Background: an optimization exercise with open tools, aiming at small area. Do not read the settings as production practice.
The RTL was checked by simulation tests, not by an equivalence proof against the original design.
Power figures rest on the tool's default switching activity, not on a simulated workload.

oak:
Design sequence_game_top, start of the top module:
module sequence_game_top(
    input  logic        clk,
    input  logic        reset,
    input  logic        enter,
    input  logic [15:0] sw,
    input  logic        UART_rxd,
    output logic        UART_txd,
    output logic [7:0]  hex_segA,
    output logic [3:0]  hex_gridA,
    output logic [7:0]  hex_segB,
    output logic [3:0]  hex_gridB,
    output logic [15:0] led
);
Settings: LEC_CHECK=0, CAP_MARGIN=20, CORE_MARGIN=2, CORE_UTILIZATION=40, SLEW_MARGIN=20; clock period 10.0 ns.
standard.sh (not shown) runs the stock make flow with config.mk's settings and CLKGATE_MAP_FILE= SYNTH_SCRIPT=/design/flow/synth_recipe.tcl, a recipe that flattens the netlist after the stock synthesis.
==> flow/flow/run.sh <==
#!/bin/bash
# Layout flow: the standard ORFS flow, with
#  - synthesis: the standard script, but without full/half-adder extraction
#    and with an area-oriented ABC mapping script (flow/area.abc)
#  - port buffers: sky130_fd_sc_hd__buf_1
#  - CTS: small clock buffers, no dummy loads
set -uo pipefail
HERE=$(pwd)
sed "s#log_cmd abc {\*}\$abc_args#log_cmd abc -script $HERE/flow/area.abc {*}[lrange \$abc_args 2 end]#" \
    "$FLOW_HOME/scripts/synth.tcl" > "$HERE/my_orfs_synth.tcl"
grep -q "flow/area.abc" "$HERE/my_orfs_synth.tcl" || { echo "abc hook not found"; exit 1; }
sed "s#source \$::env(SCRIPTS_DIR)/synth.tcl#source $HERE/my_orfs_synth.tcl#" synth_recipe.tcl > "$HERE/my_synth.tcl"
grep -q "my_orfs_synth.tcl" "$HERE/my_synth.tcl" || { echo "synth hook not found"; exit 1; }
source "$HERE/flow/settings.sh"
bash standard.sh SYNTH_SCRIPT="$HERE/my_synth.tcl" ADDER_MAP_FILE= \
    BUFFER_PORTS_ARGS="$PORT_BUF_ARGS" CTS_ARGS="$CTS_ARGS_SET" $EXTRA finish > "$HERE/standard.log" 2>&1
==> flow/flow/area.abc <==
strash
&get -n
&fraig -x
&put
scorr
dc2
dretime
strash
&get -n
&deepsyn -T 120
&dch -f
&nf -a -R 1000
&put
==> flow/flow/settings.sh <==
PORT_BUF_ARGS="-buffer_cell sky130_fd_sc_hd__buf_1"
CTS_ARGS_SET="-sink_clustering_enable -repair_clock_nets -dont_use_dummy_load -buf_list sky130_fd_sc_hd__clkbuf_4 -root_buf sky130_fd_sc_hd__clkbuf_8 -sink_clustering_size 10 -sink_clustering_max_diameter 50"
EXTRA="SKIP_REPAIR_TIE_FANOUT=1"
Inputs modified between oak and pine:
--- a/flow/flow/run.sh
+++ b/flow/flow/run.sh
@@ -5,4 +5,8 @@
 #  - port buffers: sky130_fd_sc_hd__buf_1
 #  - CTS: small clock buffers, no dummy loads
+#  - tie cells shared by their loads (no tie fan-out repair), no pass-through
+#    buffers in synthesis (the port buffers take their place)
+# Settings are in flow/settings.sh.  standard.sh's output goes to
+# standard.log; ORFS keeps each step's log under orfs/logs/.
 set -uo pipefail
 HERE=$(pwd)
--- a/flow/flow/area.abc
+++ b/flow/flow/area.abc
@@ -8,5 +8,4 @@
 strash
 &get -n
-&deepsyn -T 120
 &dch -f
 &nf -a -R 1000
==> flow/flow/settings.sh <==
PORT_BUF_ARGS="-buffer_cell sky130_fd_sc_hd__buf_1"
CTS_ARGS_SET="-sink_clustering_enable -repair_clock_nets -dont_use_dummy_load -buf_list sky130_fd_sc_hd__clkbuf_4 -root_buf sky130_fd_sc_hd__clkbuf_4 -sink_clustering_size 12 -sink_clustering_max_diameter 45"
EXTRA="SKIP_REPAIR_TIE_FANOUT=1 SYNTH_INSBUF=0 GPL_TIMING_DRIVEN=0 CAP_MARGIN=0 SLEW_MARGIN=0"
### Flow results
Measured against pine, the overall power after layout of oak comes out at 0.909 times the reference value.
Summary of the comparison: tightest slew margin relative to the limit is lower in pine, relative to oak.
pine can be clocked slower than oak.
Final core utilization for pine is higher than for oak.
Non-filler instance count after layout ends up higher on pine.
Between pine and oak, the die height is lower for oak.
Re site row count: no difference whatsoever between oak and pine.
Comparing proportion of power drawn by the clock network for pine and oak, the smaller number came from pine.
Max initial antenna violation count across pine and oak: pine
The relative contribution of combinational cells to total power number comes out higher for pine vs oak.
Input changes introduced in birch (baseline for comparison: pine):
--- a/flow/flow/run.sh
+++ b/flow/flow/run.sh
@@ -5,8 +5,4 @@
 #  - port buffers: sky130_fd_sc_hd__buf_1
 #  - CTS: small clock buffers, no dummy loads
-#  - tie cells shared by their loads (no tie fan-out repair), no pass-through
-#    buffers in synthesis (the port buffers take their place)
-# Settings are in flow/settings.sh.  standard.sh's output goes to
-# standard.log; ORFS keeps each step's log under orfs/logs/.
 set -uo pipefail
 HERE=$(pwd)
==> flow/flow/settings.sh <==
PORT_BUF_ARGS="-buffer_cell sky130_fd_sc_hd__buf_1"
CTS_ARGS_SET="-sink_clustering_enable -repair_clock_nets -dont_use_dummy_load -buf_list sky130_fd_sc_hd__clkbuf_4 -root_buf sky130_fd_sc_hd__clkbuf_8 -sink_clustering_size 12 -sink_clustering_max_diameter 40"
EXTRA="SKIP_REPAIR_TIE_FANOUT=1 SYNTH_INSBUF=0"
Notes after the runs:
- [compare] base=pine new=birch: area added between synthesis and finish moved up, least setup slack across all paths after layout rose by 290 ps.
- For birch, the end point of the critical path was hex_segA[4], unlike pine, where it was hex_segB[6].
- Power: birch vs pine up 37 uW
- Re global-route usage: pine was higher than birch.
- Relative to pine, number of stages on the worst setup path has gone up in birch.
- On final standard cell count with taps included and fillers excluded, pine and birch are neck and neck.
- Going from pine to birch, wire length of the first global-routing pass decreased 410 um, maximum single-stage delay on the critical path decreased 250 ps.
- In terms of worst hold slack, birch and pine differ only marginally.
--- input diff birch..maple ---
--- a/flow/flow/run.sh
+++ b/flow/flow/run.sh
@@ -5,4 +5,8 @@
 #  - port buffers: sky130_fd_sc_hd__buf_1
 #  - CTS: small clock buffers, no dummy loads
+#  - tie cells shared by their loads (no tie fan-out repair), no pass-through
+#    buffers in synthesis (the port buffers take their place)
+# Settings are in flow/settings.sh.  standard.sh's output goes to
+# standard.log; ORFS keeps each step's log under orfs/logs/.
 set -uo pipefail
 HERE=$(pwd)
==> flow/flow/settings.sh <==
PORT_BUF_ARGS="-buffer_cell sky130_fd_sc_hd__buf_1"
CTS_ARGS_SET="-sink_clustering_enable -repair_clock_nets -dont_use_dummy_load -buf_list sky130_fd_sc_hd__clkbuf_4 -root_buf sky130_fd_sc_hd__clkbuf_4 -sink_clustering_size 11 -sink_clustering_max_diameter 50"
EXTRA="SKIP_REPAIR_TIE_FANOUT=1 SYNTH_INSBUF=0 GPL_TIMING_DRIVEN=0 CAP_MARGIN=0 SLEW_MARGIN=0"
[summary]
maple | stages: all done | timing, DRC, antenna: all pass
Delta (maple minus birch): post-CTS clock slew at the launch and capture registers of the worst setup and hold paths went up; instance count after placement with tap cells included did not really move; sum of routed wire length over all layers went up.
Changes in cedar relative to maple:
--- a/flow/flow/run.sh
+++ b/flow/flow/run.sh
@@ -5,8 +5,4 @@
 #  - port buffers: sky130_fd_sc_hd__buf_1
 #  - CTS: small clock buffers, no dummy loads
-#  - tie cells shared by their loads (no tie fan-out repair), no pass-through
-#    buffers in synthesis (the port buffers take their place)
-# Settings are in flow/settings.sh.  standard.sh's output goes to
-# standard.log; ORFS keeps each step's log under orfs/logs/.
 set -uo pipefail
 HERE=$(pwd)
==> flow/flow/settings.sh <==
PORT_BUF_ARGS="-buffer_cell sky130_fd_sc_hd__buf_1"
CTS_ARGS_SET="-sink_clustering_enable -repair_clock_nets -dont_use_dummy_load -buf_list sky130_fd_sc_hd__clkbuf_4 -root_buf sky130_fd_sc_hd__clkbuf_4 -sink_clustering_size 11 -sink_clustering_max_diameter 50"
EXTRA="SKIP_REPAIR_TIE_FANOUT=1 SYNTH_INSBUF=0"
--- outcome ---
- Cmp cedar and maple / shortest period the worst path allows / higher: maple
- Higher layout cell share with drive strength beyond 1 among cedar and maple: cedar
- Comparing cedar and maple, the lower combinational power is on maple.
- Re data arrival time of the critical path: cedar and maple aren't equal, and the lower value belongs to cedar.

==> separate check: timing with driven ports <==
The results above use ideal ports. As a check the final layouts listed here were re-extracted and re-timed, cells and wires unchanged.
Step 1, drivers: a clkbuf_16 drives clk and a buf_2 each remaining input, both assumed.
Step 2 also shifts input and output timing later by t, the mid clock arrival at the registers, as if the neighbouring blocks saw the same clock.
Slacks: no drivers / after step 1 / after step 2; pairs: no drivers / after step 1.
run | shift t [ns] | slack for setup (ns) | worst setup path at the end
oak | 0.553 | 5.406 / 5.367 / 5.613 | input to output
pine | 0.650 | 5.106 / 5.067 / 5.559 | input to output
birch | 0.562 | 5.399 / 5.360 / 5.560 | input to output
maple | 0.663 | 5.095 / 5.057 / 5.569 | input to output
cedar | 0.655 | 5.298 / 5.261 / 5.559 | input to output
After both steps setup and hold are still met in every run listed.
